Background: an optimization exercise with open tools, aiming at small area, a short achievable clock period and few clock cycles. Do not read the settings as production practice.
RTL that was checked went through simulation tests only; none was proved equivalent to the original.

## rev 12
## divider
module divider
(
    input clk,
    input rst,
    input  logic div_start,
    input logic [2:0] div_op,
    input  logic [31:0] dividend,  
    input  logic [31:0] divisor,  
    output logic [31:0] quotient,  
    output logic [31:0] remainder,  
    output logic div_stall,
    output logic div_done
);
    localparam logic [1:0] S_IDLE = 2'b00, S_PREP = 2'b01, S_ITER = 2'b11, S_DONE = 2'b10;
    logic [1:0]  state;
    logic [31:0] rq;     
    logic [31:0] rr;     
    logic [31:0] rd;     
    logic [3:0]  cnt;    
    logic        nq;     
    logic        nr;     
    logic [5:0]  lza;    
    logic [5:0]  lzb;    
    logic [31:0] rq_s, rr_s;
    cneg u_nq (.x(rq), .n(nq), .y(rq_s));
    cneg u_nr (.x(rr), .n(nr), .y(rr_s));
    assign quotient  = rq_s;
    assign remainder = rr_s;
    assign div_stall = state[0] | (div_start & ~state[1]);
    assign div_done  = (state == S_DONE);
    logic sa_in, sb_in;
    logic [5:0] lza_in, lzb_in;
    assign sa_in = ~div_op[0] & dividend[31];
    assign sb_in = ~div_op[0] & divisor[31];
    lzc32 u_lza (.x(dividend ^ {32{sa_in}}), .n(lza_in));
    lzc32 u_lzb (.x(divisor ^ {32{sb_in}}), .n(lzb_in));
    logic       bzero;
    logic [6:0] diff;
    logic [4:0] it;
    assign bzero = lzb[5] & ~nr;
    assign diff = {1'b0, lzb} + {6'd0, nq} + 7'd2 - {1'b0, lza};    
    always_comb begin
        if (bzero || (!diff[6] && diff[5])) it = 5'd16;
        else if (diff[6]) it = 5'd0;
        else it = {1'b0, diff[4:1]};
    end
  ...
Size: about 15000 um^2 of cells after synthesis.
Settings: LEC_CHECK=0, CAP_MARGIN=20, CORE_MARGIN=2, CORE_UTILIZATION=40, PLACE_DENSITY=0.6, SLEW_MARGIN=20; clock period 10.0 ns.
run.sh (not shown) runs the stock make flow with config.mk's settings and CLKGATE_MAP_FILE= SYNTH_SCRIPT=/design/flow/synth_recipe.tcl, a recipe that flattens the netlist after the stock synthesis.
What rev 13 does differently from rev 12 at the input level:
Settings: an added SETUP_SLACK_MARGIN of 5.
NOTE design area rev 12->rev 13 increased by a few percent. Compared with rev 12, in rev 13 post-route worst setup slack higher; worst hold slack lower; overall global routing resource usage higher. For the endpoint arrival time on the critical path, rev 13 came in 500 ps lower than rev 12 did. The first-iteration DRC count of rev 13 is higher than that of rev 12. Area growth from synthesis to layout in rev 13 is 6.5 points above rev 12. | placed cell count | rev 12 vs rev 13 | ≈ equal |. Of rev 12 and rev 13, the run reporting the higher core utilization was rev 13. Rev 13 vs rev 12, uppermost layer routed: met5 vs met4.
No functional check of the RTL was part of any run of this note.


Setup of north:
divider, a different RTL version from the one above (not shown whole).
Size: ~2000 cells after synthesis, ~120 flip-flops, about 16000 sq um of cells after synthesis.
// divider
module divider
(
    input clk,
    input rst,
    input  logic div_start,
    input logic [2:0] div_op,
    input  logic [31:0] dividend,  
    input  logic [31:0] divisor,  
    output logic [31:0] quotient,  
    output logic [31:0] remainder,  
    output logic div_stall,
    output logic div_done
);
==> flow/config.mk <==
export PLATFORM = sky130hd
export DESIGN_NAME = divider
export DESIGN_NICKNAME = divider
export VERILOG_FILES = /design/flow/design.v
export SDC_FILE = /design/flow/constraint.sdc
export NUM_CORES = 4
export LEC_CHECK = 0
export CAP_MARGIN = 20
export CORE_MARGIN = 2
export CORE_UTILIZATION = 40
export PLACE_DENSITY = 0.6
export SLEW_MARGIN = 20
==> flow/constraint.sdc <==
create_clock -name core_clock -period 10.0 [get_ports {clk}]
set_input_delay 2.0000 -clock core_clock [delete_from_list [all_inputs] [get_ports {clk}]]
set_output_delay 2.0000 -clock core_clock [all_outputs]
set_load 0.01 [all_outputs]
standard.sh (not shown) runs the stock make flow with config.mk's settings and CLKGATE_MAP_FILE= SYNTH_SCRIPT=/design/flow/synth_recipe.tcl, a recipe that flattens the netlist after the stock synthesis.
==> flow/flow/run.sh <==
#!/bin/bash
# Standard layout (the standard.sh, unchanged synthesis), with two
# changes to how the layout is made:
#  - the port buffers are buf_1 cells (repair_timing upsizes them where
#    timing needs it) instead of the delay cells buffer_ports picks
#  - repair_timing aims for a setup slack of 5.6 ns
export BUFFER_PORTS_ARGS="-buffer_cell sky130_fd_sc_hd__buf_1"
export SETUP_SLACK_MARGIN=5.6
bash standard.sh > standard.log 2>&1
north finished every step from synthesis to the final layout, and the layout passed the timing, design-rule and antenna checks.
Testbench counts of north, summed over its fixed seeds: cycles 16,580.
For south, these inputs were changed with respect to north:
--- a/flow/flow/run.sh
+++ b/flow/flow/run.sh
@@ -6 +6 @@
-#  - repair_timing aims for a setup slack of 5.6 ns
+#  - repair_timing aims for a setup slack of 5.4 ns
@@ -8 +8 @@
-export SETUP_SLACK_MARGIN=5.6
+export SETUP_SLACK_MARGIN=5.4
==> run summary <==
- nq as the start point of the critical path was reported by south, and div_start by north.
- More vias were needed by north than by south.
> inputs changed (south -> east)
Settings: setting CTS_BUF_LIST to sky130_fd_sc_hd__clkbuf_4 sky130_fd_sc_hd__clkbuf_8 for the first time.
--- a/flow/flow/run.sh
+++ b/flow/flow/run.sh
@@ -6 +6 @@
-#  - repair_timing aims for a setup slack of 5.4 ns
+#  - repair_timing aims for a setup slack of 5.6 ns
@@ -8 +8 @@
-export SETUP_SLACK_MARGIN=5.4
+export SETUP_SLACK_MARGIN=5.6
Results
- In east the clock network latency to the later pin of the worst-skew pair turned out 0.04 ns higher than in south.
- From south to east the numbers moved as follows: final critical-path share of the clock period shrank by 2.1 points; worst hold slack up 0.019 ns.
- Compared with south, east shows area of all placed cells without fillers that has gone up slightly.
- The cell type of the slowest stage on the worst timing path comes out sky130_fd_sc_hd__or3_2 in one run and sky130_fd_sc_hd__buf_2 in the other, namely in south and east respectively.
- Timing endpoint of the critical path = rr[4]: south; timing endpoint of the critical path = div_stall: east
- Summary of east over south: number of non-clock buffers in the layout moved up, worst setup slack now sits higher.
Inputs modified between east and west:
Settings: SETUP_SLACK_MARGIN: unset -> 5; CTS_BUF_LIST: sky130_fd_sc_hd__clkbuf_4 sky130_fd_sc_hd__clkbuf_8 -> unset.
==> flow/run.sh (new file) <==
#!/bin/bash
# synth_recipe.tcl (not shown) runs the flow's synth.tcl, then flattens the netlist and writes it again
# the make line also repeats each setting of config.mk as NAME=value (left out here)
make -C /OpenROAD-flow-scripts/flow DESIGN_CONFIG=/design/flow/config.mk WORK_HOME=/design/flow/orfs CLKGATE_MAP_FILE= SYNTH_SCRIPT=/design/flow/synth_recipe.tcl finish
removed: flow/flow/run.sh
removed: flow/standard.sh
==> comparison <==
- east → west: post-synthesis share of cell area spent on full adders, half adders and majority gates did not really move, number of enable flip-flop cells after synthesis saw little to no change.
- west vs. east: fraction of the cycle the final worst path needs went up by 5.4 points.
- Register-to-register path setup slack (lower): west
- Against east, the final cell area of west is higher.
- Delta (west minus east): via count fell by about 2.6%; count of filler cells inserted in the layout dropped about 1%.
- The higher data required time at the worst endpoint came out of west.
- Looking at worst hold slack after final layout, west sits 0.016 ns below east.
- Compared with east, west shows a lower non-filler instance count after layout.
## Diff of input files: middle against west
Settings: swapping 20 for 5 in CAP_MARGIN; putting CTS_BUF_LIST at sky130_fd_sc_hd__clkbuf_4 sky130_fd_sc_hd__clkbuf_8 where nothing was set; clearing SETUP_SLACK_MARGIN, which used to be 5; swapping 20 for 5 in SLEW_MARGIN.
==> flow/flow/run.sh (new file) <==
#!/bin/bash
# Standard layout (the standard.sh, unchanged synthesis), with two
# changes to how the layout is made:
#  - the port buffers are buf_1 cells (repair_timing upsizes them where
#    timing needs it) instead of the delay cells buffer_ports picks
#  - repair_timing aims for a setup slack of 5.6 ns
export BUFFER_PORTS_ARGS="-buffer_cell sky130_fd_sc_hd__buf_1"
export SETUP_SLACK_MARGIN=5.6
bash standard.sh > standard.log 2>&1
==> flow/standard.sh (new file) <==
#!/bin/bash
# synth_recipe.tcl (not shown) runs the flow's synth.tcl, then flattens the netlist and writes it again
# the make line also repeats each setting of config.mk as NAME=value (left out here)
make -C /OpenROAD-flow-scripts/flow DESIGN_CONFIG=/design/flow/config.mk WORK_HOME=/design/flow/orfs CLKGATE_MAP_FILE= SYNTH_SCRIPT=/design/flow/synth_recipe.tcl "${@:-finish}"
removed: flow/run.sh
Findings:
Summary of middle over west: final period demand of the worst path decreased 0.54 ns; biggest fanout along the worst timing path decreased 42.

==> re-timing with driven ports <==
Ports are ideal in the flow. The routed layouts listed here were re-timed in OpenROAD.
Step 1 (the two cells are an assumption about what drives the block):
set clk [get_ports {clk}]
set_driving_cell -lib_cell sky130_fd_sc_hd__clkbuf_16 $clk
set_driving_cell -lib_cell sky130_fd_sc_hd__buf_2 [delete_from_list [all_inputs] $clk]
Step 2, shift: input delay + t, output delay - t, t = (earliest + latest rising clock arrival at the registers) / 2. This alone moves slack from input paths to output paths.
Three values: no drivers, after step 1, after step 2; two values: the first two.
| run | shift t [ns] | slack for setup (ns) | hold WS [ns] |
|---|---|---|---|
| rev 12 | 0.493 | 3.241 / 3.187 / 3.680 | 0.628 / 0.628 / 0.628 |
| rev 13 | 0.500 | 3.744 / 3.688 / 4.188 | 0.556 / 0.556 / 0.556 |
| north | 0.478 | 5.597 / 5.550 / 5.180 | 0.632 / 0.632 / 0.632 |
| south | 0.477 | 5.402 / 5.402 / 5.015 | 0.621 / 0.621 / 0.621 |
| east | 0.506 | 5.615 / 5.563 / 5.134 | 0.640 / 0.640 / 0.640 |
| west | 0.495 | 5.076 / 5.076 / 4.645 | 0.624 / 0.624 / 0.624 |
| middle | 0.506 | 5.615 / 5.563 / 5.134 | 0.640 / 0.640 / 0.640 |
After both steps every run listed still meets setup and hold.
